From an optimization exercise on the open Yosys and OpenROAD flow, aimed at a short achievable clock period and few clock cycles; shortcuts taken in it are not production practice.
Function was checked by simulation only, so behaviour that the tests miss may differ from the original.
Power and IR drop assume default switching activity.

==> indigo <==
Design processor, start of the top module:
module processor(
    input clk,
    input reset,
    output [4:0] mem_addr,
    output [15:0] mem_wdata,
    output mem_we,
    input [15:0] mem_rdata,
    output [15:0] result
);
==> flow/config.mk <==
export PLATFORM = sky130hd
export DESIGN_NAME = processor
export DESIGN_NICKNAME = processor
export VERILOG_FILES = /design/flow/design.v
export SDC_FILE = /design/flow/constraint.sdc
export NUM_CORES = 4
export LEC_CHECK = 0
export ABC_AREA = 1
export CAP_MARGIN = 20
export CORE_MARGIN = 2
export CORE_UTILIZATION = 40
export SETUP_SLACK_MARGIN = 3.5
export SLEW_MARGIN = 20
export SYNTH_HIERARCHICAL = 1
export SYNTH_MINIMUM_KEEP_SIZE = 0
==> flow/constraint.sdc <==
create_clock -name core_clock -period 5.5 [get_ports {clk}]
set_input_delay 1.1000 -clock core_clock [delete_from_list [all_inputs] [get_ports {clk}]]
set_output_delay 1.1000 -clock core_clock [all_outputs]
set_load 0.01 [all_outputs]
standard.sh (not shown) runs the stock make flow with config.mk's settings and CLKGATE_MAP_FILE= SYNTH_SCRIPT=/design/flow/synth_recipe.tcl, a recipe that flattens the netlist after the stock synthesis.
==> flow/flow/run.sh <==
#!/bin/bash
# The standard layout, with two changes to how cells are sized: the port
# buffers are sky130_fd_sc_hd__buf_4 (the standard flow's buffer_ports picks
# a delay cell), and timing repair may resize a cell to a different
# footprint.
set -euo pipefail
bash standard.sh "BUFFER_PORTS_ARGS=-buffer_cell sky130_fd_sc_hd__buf_4" \
    MATCH_CELL_FOOTPRINT=0 finish > standard.log 2>&1
==> garnet (differences from indigo) <==
--- a/flow/design.v
+++ b/flow/design.v
@@ -239,52 +239,29 @@
             2'd2: begin lo = r2; hi = r6; end
             default: begin lo = r3; hi = r7; end
         endcase
     end
 endmodule
 module operand_prep(
-    input [7:0] p1,          
-    input [7:0] p2,          
-    input [7:0] pd,          
-    input pd_up,             
+    input [15:0] p1,         
+    input [15:0] p2,         
+    input [15:0] pd,         
     input a_1,               
     input a_1n,              
     input a_d,               
     input b_2,               
     input b_d,               
     input b_r,               
-    output [7:0] an,         
-    output [7:0] bn          
+    input b_one,             
+    input b_ones,            
+    output [15:0] an,        
+    output [15:0] bn         
 );
-    assign an = ~((p1 & {8{a_1}}) | (~p1 & {8{a_1n}}) | (pd & {8{a_d}}));
-    assign bn = ~((p2 & {8{b_2}}) | (pd & {8{b_d}}) | ({pd_up, pd[7:1]} & {8{b_r}}));
-endmodule
-module prep_sel(
-    input add, input sub, input unary_a, input arith, input shl, input rrc,
-    input n1, input n2, input nd,    
-    input h1, input h2, input hd,    
-    output a_1, output a_1n, output a_d,
-    output b_2, output b_d, output b_r
-);
-    assign a_1 = add & n1 & h1;
-    assign a_1n = sub & n1 & h1;
-    assign a_d = unary_a & nd & hd;
-    assign b_2 = arith & n2 & h2;
-    assign b_d = shl & nd & hd;
-    assign b_r = rrc & nd & hd;
-endmodule
-module reg_next(
-    input clear,
-    input ld,
-    input wb,
-    input [15:0] ld_val,
-    input [15:0] wb_val,
-    input [15:0] cur,
-    output [15:0] nxt
-);
-    assign nxt = clear ? 16'h0000 : ld ? ld_val : wb ? wb_val : cur;
+    assign an = ~((p1 & {16{a_1}}) | (~p1 & {16{a_1n}}) | (pd & {16{a_d}}));
+    assign bn = ~((p2 & {16{b_2}}) | (pd & {16{b_d}}) | ({1'b0, pd[15:1]} & {16{b_r}}) |
+                  {{15{b_ones}}, b_one});
 endmodule
 `timescale 1ns / 1ps
 module processor(
     input clk,
     input reset,
     output [4:0] mem_addr,
@@ -297,15 +274,13 @@
     reg carry_flag, zero_flag;
     reg [4:0] addr_q;        
     reg [4:0] mem_addr_q;    
     reg fetch_q;             
     reg [4:0] resume_q;      
     reg we_q;
-    reg [15:0] wdata_q;
-    reg retry_q;             
-    reg [4:0] retry_addr_q;  
+    reg [15:0] wdata_q;      
     reg [7:0] ld_we;         
     reg ex_valid;            
     reg [2:0] ex_rd;
     reg [7:0] ex_we;         
     reg ex_sub, ex_dec, ex_rrc;
     reg ex_subn_z;           
@@ -316,15 +291,15 @@
     reg [15:0] fwd_bsn;      
     reg [15:0] wb_q;
     reg [7:0] wb_we;
     reg rf_clear;            
     assign mem_addr = mem_addr_q;
     assign mem_we = we_q;
-    assign mem_wdata = wdata_q;
-    reg [15:0] result_q;
-    assign result = result_q;
+    reg [15:0] st_q;
+    assign mem_wdata = ~(wdata_q & st_q);
+    assign result = RD;
     wire [15:0] opa, opb;
     nand3_16 sela (.a(an_lo), .b(an_hi), .c(fwd_an), .y(opa));
     nand4_16 selb (.a(bn_lo), .b(bn_hi), .c(fwd_bn), .d(fwd_bsn), .y(opb));
     wire [15:0] gn, tn, p, con;
     gen_kill gk_inst (.a(opa), .b(opb), .gn(gn), .tn(tn));
     prop_xor px_inst (.a(opa), .b(opb), .p(p));
@@ -369,52 +344,45 @@
     register_file read_1 (.idx(ins[3:2]), .r0(ra_v), .r1(rb_v), .r2(rc_v), .r3(rd_v),
         .r4(re_v), .r5(rf_v), .r6(rg_v), .r7(rh_v), .lo(r1_lo), .hi(r1_hi));
     register_file read_2 (.idx(ins[6:5]), .r0(ra_v), .r1(rb_v), .r2(rc_v), .r3(rd_v),
         .r4(re_v), .r5(rf_v), .r6(rg_v), .r7(rh_v), .lo(r2_lo), .hi(r2_hi));
     register_file read_d (.idx(ins[9:8]), .r0(ra_v), .r1(rb_v), .r2(rc_v), .r3(rd_v),
         .r4(re_v), .r5(rf_v), .r6(rg_v), .r7(rh_v), .lo(rd_lo), .hi(rd_hi));
-    wire st_retry = is_store & fwd_2;
-    assign store_data = ins[7] ? r2_hi : r2_lo;
+    wire st_fwd = is_store & fwd_2;
+    assign store_data = ~((r2_hi & {16{ins[7] & ~st_fwd}}) | (r2_lo & {16{~ins[7] & ~st_fwd}}));
     wire unary_a = op_incr | op_decr | op_shl;
     wire a_fwd = (is_arith & fwd_1) | (unary_a & fwd_d);
     wire b_fwd = (is_arith & fwd_2) | (op_shl & fwd_d);
     wire bs_fwd = op_rrc & fwd_d;
     wire n1 = ~fwd_1, n2 = ~fwd_2, nd = ~fwd_d;
     wire [15:0] an_lo_d, an_hi_d, bn_lo_d, bn_hi_d;
-    genvar gi;
-    generate
-        for (gi = 0; gi < 4; gi = gi + 1) begin : prep
-            localparam HI = gi / 2;
-            localparam LSB = (gi % 2) * 8;
-            wire a_1, a_1n, a_d, b_2, b_d, b_r;
-            prep_sel sel (.add(op_add), .sub(op_sub), .unary_a(unary_a), .arith(is_arith),
-                .shl(op_shl), .rrc(op_rrc), .n1(n1), .n2(n2), .nd(nd),
-                .h1(ins[4] ~^ HI[0]), .h2(ins[7] ~^ HI[0]), .hd(ins[10] ~^ HI[0]),
-                .a_1(a_1), .a_1n(a_1n), .a_d(a_d), .b_2(b_2), .b_d(b_d), .b_r(b_r));
-            if (HI) begin : hi
-                operand_prep prep (.p1(r1_hi[LSB+7:LSB]), .p2(r2_hi[LSB+7:LSB]),
-                    .pd(rd_hi[LSB+7:LSB]), .pd_up(LSB == 0 ? rd_hi[8] : 1'b0),
-                    .a_1(a_1), .a_1n(a_1n), .a_d(a_d), .b_2(b_2), .b_d(b_d), .b_r(b_r),
-                    .an(an_hi_d[LSB+7:LSB]), .bn(bn_hi_d[LSB+7:LSB]));
-            end else begin : lo
-                operand_prep prep (.p1(r1_lo[LSB+7:LSB]), .p2(r2_lo[LSB+7:LSB]),
-                    .pd(rd_lo[LSB+7:LSB]), .pd_up(LSB == 0 ? rd_lo[8] : 1'b0),
-                    .a_1(a_1), .a_1n(a_1n), .a_d(a_d), .b_2(b_2), .b_d(b_d), .b_r(b_r),
-                    .an(an_lo_d[LSB+7:LSB]), .bn(bn_lo_d[LSB+7:LSB]));
-            end
-        end
-    endgenerate
+    operand_prep prep_lo (.p1(r1_lo), .p2(r2_lo), .pd(rd_lo),
+        .a_1(op_add & n1 & ~ins[4]), .a_1n(op_sub & n1 & ~ins[4]),
+        .a_d(unary_a & nd & ~ins[10]),
+        .b_2(is_arith & n2 & ~ins[7]), .b_d(op_shl & nd & ~ins[10]),
+        .b_r(op_rrc & nd & ~ins[10]),
+        .b_one(1'b0), .b_ones(1'b0),
+        .an(an_lo_d), .bn(bn_lo_d));
+    operand_prep prep_hi (.p1(r1_hi), .p2(r2_hi), .pd(rd_hi),
+        .a_1(op_add & n1 & ins[4]), .a_1n(op_sub & n1 & ins[4]),
+        .a_d(unary_a & nd & ins[10]),
+        .b_2(is_arith & n2 & ins[7]), .b_d(op_shl & nd & ins[10]),
+        .b_r(op_rrc & nd & ins[10]),
+        .b_one(1'b0), .b_ones(1'b0),
+        .an(an_hi_d), .bn(bn_hi_d));
     wire [15:0] pf = ps ^ {16{op_sub}};
     wire [15:0] fwd_an_d, fwd_bn_d, wb_d;
     wire [15:0] sum_a, sum_b;
     carry_mux cm_fa (.con(con), .x1(~pf), .x0(pf), .y(sum_a));
     carry_mux cm_fb (.con(con), .x1(~ps), .x0(ps), .y(sum_b));
     carry_mux cm_wb (.con(con), .x1(~ps), .x0(ps), .y(wb_d));
     mask_n fa_mask (.a(sum_a), .s(a_fwd), .y(fwd_an_d));
     mask_or_n fb_mask (.a(sum_b), .s(b_fwd), .k({{15{op_decr}}, op_incr | op_decr}),
         .y(fwd_bn_d));
+    wire [15:0] st_d;
+    carry_mux cm_st (.con(con), .x1(~(~ps & {16{st_fwd}})), .x0(~(ps & {16{st_fwd}})), .y(st_d));
     wire [15:0] fwd_bsn_d;
     mask_n fbs_mask (.a({1'b0, sum_b[15:1]}), .s(bs_fwd), .y(fwd_bsn_d));
     wire rrc_c = ex_rrc & rrc0_q;
     wire exc_1 = ~ex_dec | rrc_c;
     wire exc_0 = ex_dec | rrc_c;
     wire carry_next, zero_next;
@@ -428,13 +396,13 @@
     wire [4:0] addr_inc = addr_q + 5'd1;
     wire [4:0] tgt = ins[4:0];
     wire [4:0] zt, zf, ct, cf;
     addr_cand cand_inst (.op(ins[15:11]), .fetch(fetch_q),
         .ex_valid(ex_valid), .carry_flag(carry_flag), .zero_flag(zero_flag),
         .exc_1(exc_1), .exc_0(exc_0), .tgt(tgt), .inc(addr_inc),
-        .other(retry_q ? retry_addr_q : resume_q),
+        .other(resume_q),
         .zt(zt), .zf(zf), .ct(ct), .cf(cf));
     wire [4:0] next_addr, next_mem_addr;
     PC pc_inst (.reset(reset), .z(ex_z), .coutn(con[15]), .zt(zt), .zf(zf), .ct(ct), .cf(cf),
         .addr(next_addr));
     PC pc_out (.reset(reset), .z(ex_z), .coutn(con[15]), .zt(zt), .zf(zf), .ct(ct), .cf(cf),
         .addr(next_mem_addr));
@@ -448,48 +416,41 @@
         fwd_bn <= fwd_bn_d;
         fwd_bsn <= fwd_bsn_d;
         an_lo <= an_lo_d;
         an_hi <= an_hi_d;
         bn_lo <= bn_lo_d;
         bn_hi <= bn_hi_d;
-        if (fetch_q) begin
+        if (fetch_q)
             resume_q <= addr_inc;
-            retry_addr_q <= addr_q;
-        end
+        st_q <= st_d;
         wdata_q <= store_data;
         rrc0_q <= bs_fwd ? ps[0] : ins[10] ? rd_hi[0] : rd_lo[0];
         ex_rd <= ins[10:8];
         ex_sub <= op_sub;
         ex_subn_z <= ~op_sub;
         ex_dec <= op_decr;
         ex_rrc <= op_rrc;
     end
     always @(posedge clk) begin
         if (reset) begin
             fetch_q <= 1'b1;
             we_q <= 1'b0;
-            retry_q <= 1'b0;
             ld_we <= 8'd0;
             ex_valid <= 1'b0;
             ex_we <= 8'd0;
             wb_we <= 8'd0;
         end else begin
             fetch_q <= ~(issue_ld | issue_st);
-            we_q <= issue_st & ~st_retry;
-            retry_q <= st_retry;
+            we_q <= issue_st;
             ld_we <= issue_ld ? (8'd1 << ins[10:8]) : 8'd0;
             ex_valid <= issue_ex;
             ex_we <= issue_ex ? (8'd1 << ins[10:8]) : 8'd0;
             wb_we <= ex_we;
         end
     end
-    wire [15:0] result_next;
-    reg_next result_next_inst (.clear(rf_clear), .ld(ld_we[3]), .wb(wb_we[3]),
-        .ld_val(mem_rdata), .wb_val(wb_q), .cur(result_q), .nxt(result_next));
     always @(posedge clk) begin
-        result_q <= result_next;
         rf_clear <= reset;
         if (rf_clear) begin
             RA <= 16'h0000; RB <= 16'h0000; RC <= 16'h0000; RD <= 16'h0000;
             RE <= 16'h0000; RF <= 16'h0000; RG <= 16'h0000; RH <= 16'h0000;
         end else begin
             if (ld_we[0]) RA <= mem_rdata; else if (wb_we[0]) RA <= wb_q;
==> flow/run.sh (new file) <==
#!/bin/bash
# synth_recipe.tcl (not shown) runs the flow's synth.tcl, then flattens the netlist and writes it again
# the make line also repeats each setting of config.mk as NAME=value (left out here)
make -C /OpenROAD-flow-scripts/flow DESIGN_CONFIG=/design/flow/config.mk WORK_HOME=/design/flow/orfs CLKGATE_MAP_FILE= SYNTH_SCRIPT=/design/flow/synth_recipe.tcl finish
--- a/flow/config.mk
+++ b/flow/config.mk
@@ -6,10 +6,10 @@
 export NUM_CORES = 4
 export LEC_CHECK = 0
 export ABC_AREA = 1
 export CAP_MARGIN = 20
 export CORE_MARGIN = 2
 export CORE_UTILIZATION = 40
-export SETUP_SLACK_MARGIN = 3.5
+export SETUP_SLACK_MARGIN = 3.3
 export SLEW_MARGIN = 20
 export SYNTH_HIERARCHICAL = 1
 export SYNTH_MINIMUM_KEEP_SIZE = 0
removed: flow/flow/run.sh
removed: flow/standard.sh
==> tundra (differences from indigo) <==
--- a/flow/design.v
+++ b/flow/design.v
@@ -239,41 +239,29 @@
             2'd2: begin lo = r2; hi = r6; end
             default: begin lo = r3; hi = r7; end
         endcase
     end
 endmodule
 module operand_prep(
-    input [7:0] p1,          
-    input [7:0] p2,          
-    input [7:0] pd,          
-    input pd_up,             
+    input [15:0] p1,         
+    input [15:0] p2,         
+    input [15:0] pd,         
     input a_1,               
     input a_1n,              
     input a_d,               
     input b_2,               
     input b_d,               
     input b_r,               
-    output [7:0] an,         
-    output [7:0] bn          
+    input b_one,             
+    input b_ones,            
+    output [15:0] an,        
+    output [15:0] bn         
 );
-    assign an = ~((p1 & {8{a_1}}) | (~p1 & {8{a_1n}}) | (pd & {8{a_d}}));
-    assign bn = ~((p2 & {8{b_2}}) | (pd & {8{b_d}}) | ({pd_up, pd[7:1]} & {8{b_r}}));
-endmodule
-module prep_sel(
-    input add, input sub, input unary_a, input arith, input shl, input rrc,
-    input n1, input n2, input nd,    
-    input h1, input h2, input hd,    
-    output a_1, output a_1n, output a_d,
-    output b_2, output b_d, output b_r
-);
-    assign a_1 = add & n1 & h1;
-    assign a_1n = sub & n1 & h1;
-    assign a_d = unary_a & nd & hd;
-    assign b_2 = arith & n2 & h2;
-    assign b_d = shl & nd & hd;
-    assign b_r = rrc & nd & hd;
+    assign an = ~((p1 & {16{a_1}}) | (~p1 & {16{a_1n}}) | (pd & {16{a_d}}));
+    assign bn = ~((p2 & {16{b_2}}) | (pd & {16{b_d}}) | ({1'b0, pd[15:1]} & {16{b_r}}) |
+                  {{15{b_ones}}, b_one});
 endmodule
 module reg_next(
     input clear,
     input ld,
     input wb,
     input [15:0] ld_val,
@@ -377,35 +365,26 @@
     wire unary_a = op_incr | op_decr | op_shl;
     wire a_fwd = (is_arith & fwd_1) | (unary_a & fwd_d);
     wire b_fwd = (is_arith & fwd_2) | (op_shl & fwd_d);
     wire bs_fwd = op_rrc & fwd_d;
     wire n1 = ~fwd_1, n2 = ~fwd_2, nd = ~fwd_d;
     wire [15:0] an_lo_d, an_hi_d, bn_lo_d, bn_hi_d;
-    genvar gi;
-    generate
-        for (gi = 0; gi < 4; gi = gi + 1) begin : prep
-            localparam HI = gi / 2;
-            localparam LSB = (gi % 2) * 8;
-            wire a_1, a_1n, a_d, b_2, b_d, b_r;
-            prep_sel sel (.add(op_add), .sub(op_sub), .unary_a(unary_a), .arith(is_arith),
-                .shl(op_shl), .rrc(op_rrc), .n1(n1), .n2(n2), .nd(nd),
-                .h1(ins[4] ~^ HI[0]), .h2(ins[7] ~^ HI[0]), .hd(ins[10] ~^ HI[0]),
-                .a_1(a_1), .a_1n(a_1n), .a_d(a_d), .b_2(b_2), .b_d(b_d), .b_r(b_r));
-            if (HI) begin : hi
-                operand_prep prep (.p1(r1_hi[LSB+7:LSB]), .p2(r2_hi[LSB+7:LSB]),
-                    .pd(rd_hi[LSB+7:LSB]), .pd_up(LSB == 0 ? rd_hi[8] : 1'b0),
-                    .a_1(a_1), .a_1n(a_1n), .a_d(a_d), .b_2(b_2), .b_d(b_d), .b_r(b_r),
-                    .an(an_hi_d[LSB+7:LSB]), .bn(bn_hi_d[LSB+7:LSB]));
-            end else begin : lo
-                operand_prep prep (.p1(r1_lo[LSB+7:LSB]), .p2(r2_lo[LSB+7:LSB]),
-                    .pd(rd_lo[LSB+7:LSB]), .pd_up(LSB == 0 ? rd_lo[8] : 1'b0),
-                    .a_1(a_1), .a_1n(a_1n), .a_d(a_d), .b_2(b_2), .b_d(b_d), .b_r(b_r),
-                    .an(an_lo_d[LSB+7:LSB]), .bn(bn_lo_d[LSB+7:LSB]));
-            end
-        end
-    endgenerate
+    operand_prep prep_lo (.p1(r1_lo), .p2(r2_lo), .pd(rd_lo),
+        .a_1(op_add & n1 & ~ins[4]), .a_1n(op_sub & n1 & ~ins[4]),
+        .a_d(unary_a & nd & ~ins[10]),
+        .b_2(is_arith & n2 & ~ins[7]), .b_d(op_shl & nd & ~ins[10]),
+        .b_r(op_rrc & nd & ~ins[10]),
+        .b_one(1'b0), .b_ones(1'b0),
+        .an(an_lo_d), .bn(bn_lo_d));
+    operand_prep prep_hi (.p1(r1_hi), .p2(r2_hi), .pd(rd_hi),
+        .a_1(op_add & n1 & ins[4]), .a_1n(op_sub & n1 & ins[4]),
+        .a_d(unary_a & nd & ins[10]),
+        .b_2(is_arith & n2 & ins[7]), .b_d(op_shl & nd & ins[10]),
+        .b_r(op_rrc & nd & ins[10]),
+        .b_one(1'b0), .b_ones(1'b0),
+        .an(an_hi_d), .bn(bn_hi_d));
     wire [15:0] pf = ps ^ {16{op_sub}};
     wire [15:0] fwd_an_d, fwd_bn_d, wb_d;
     wire [15:0] sum_a, sum_b;
     carry_mux cm_fa (.con(con), .x1(~pf), .x0(pf), .y(sum_a));
     carry_mux cm_fb (.con(con), .x1(~ps), .x0(ps), .y(sum_b));
     carry_mux cm_wb (.con(con), .x1(~ps), .x0(ps), .y(wb_d));
==> flow/config.mk (replaced) <==
export PLATFORM = sky130hd
export DESIGN_NAME = processor
export DESIGN_NICKNAME = processor
export VERILOG_FILES = /design/flow/design.v
export SDC_FILE = /design/flow/constraint.sdc
export NUM_CORES = 4
export LEC_CHECK = 0
export CAP_MARGIN = 20
export CORE_MARGIN = 2
export CORE_UTILIZATION = 40
export SETUP_SLACK_MARGIN = 3.5
export SLEW_MARGIN = 20
export SYNTH_HIERARCHICAL = 1
export SYNTH_MINIMUM_KEEP_SIZE = 0
==> key figures <==
Pwr
  – Combinational share of power: 14.2%
  – Clk pwr: 2.97 mW
  – Combinational logic power: 0.944 mW
  – Leakage: 10.63 nW
  – Sequential power: 2.75 mW

Layout
  – Seq area share: 26.32%
  – Layout cell share with drive strength beyond 1: 44.97%
  – Signal buffers share of area: 12.33%

Hold path
  – Min-Delay Startpoint: ex_we[7]
  – Worst Hold End: wb_we[7]

Run status
  – Status: timing/DRC/antenna clean

Floorplan
  – Die ar.: 52440 um^2
  – N_taps: 672

Global routing
  – Largest net degree at the start of global routing: 49
  – Antenna violations before repair: 1
  – Routing usage on met3: 3.748%

Clock tree
  – Worst-skew pair later-pin latency: 0.57 ns
  – Post-CTS Setup Bufs: 69

Setup path
  – Crit-path leading delay family: simple AND/OR/NAND/NOR gates

Yosys
  – Synthesized instance count: 2109
Source of the figures above: tundra

==> key figures <==
Run status
  – Status: timing/DRC/antenna clean

Pwr
  – Combinational share of power: 14.9%
  – Sequential power: 2.61 mW
  – Leakage: 13.88 nW
  – Combinational logic power: 0.968 mW
  – Clk pwr: 2.90 mW

Layout
  – Layout cell share with drive strength beyond 1: 18.61%
  – Signal buffers share of area: 6.138%
  – Seq area share: 27.14%

Floorplan
  – N_taps: 748

Global routing
  – Antenna violations before repair: 0
  – Routing usage on met3: 4.402%

Setup path
  – Crit-path leading delay family: flip-flops

Yosys
  – Synthesized instance count: 3571

Clock tree
  – Post-CTS Setup Bufs: 34

Hold path
  – Min-Delay Startpoint: ex_we[6]
Source of the figures above: garnet

==> key figures <==
Layout
  – Layout cell share with drive strength beyond 1: 20.16%
  – Seq area share: 26.20%

Floorplan
  – Die ar.: 58530 um^2
  – N_taps: 756

Global routing
  – Antenna violations before repair: 4
  – Routing usage on met3: 6.325%

Run status
  – Status: timing/DRC/antenna clean

Clock tree
  – Worst-skew pair later-pin latency: 0.61 ns

Pwr
  – Clk pwr: 2.85 mW
  – Combinational logic power: 0.888 mW
  – Leakage: 12.98 nW
  – Sequential power: 2.64 mW

Hold path
  – Worst Hold End: wb_we[0]
  – Min-Delay Startpoint: ex_we[0]

Yosys
  – Synthesized instance count: 3627

Setup path
  – Crit-path leading delay family: flip-flops
Source of the figures above: indigo

Testbench counts of indigo, summed over its fixed seeds: cycles 20,130.
Testbench counts of garnet, summed over its fixed seeds: cycles 20,048.
Testbench counts of tundra, summed over its fixed seeds: cycles 20,130.

## separate check: timing with driven ports
How much do the figures lean on ideal ports? The routed layouts below were timed once more, with nothing changed but the port constraints.
Step 1 sets driving cells, clkbuf_16 on the clock port and buf_2 on the other inputs (assumed; they add their load-dependent delay and slew).
Step 2 moves the port delays by t, midway between the first and last clock arrival at a register: inputs arrive t later, outputs are due t later. That takes back most of the time a late clock gives input paths.
Three values: ideal ports, drivers, drivers and shift; two values: the first two.
| run | t (ns) | slack for setup (ns) | worst setup path at the end | pins driven straight from the clock port |
|---|---|---|---|---|
| indigo | 0.645 | 3.354 / 3.296 / 2.700 | input to register | 1 |
| garnet | 0.635 | 3.287 / 3.225 / 2.700 | input to register | 1 |
| tundra | 0.623 | 3.239 / 3.164 / 2.540 | input to register | 1 |
After both steps every run listed still meets setup and hold. For tundra, which loses most, drivers alone change the setup slack by -0.075 ns; drivers and shift together by -0.699 ns.
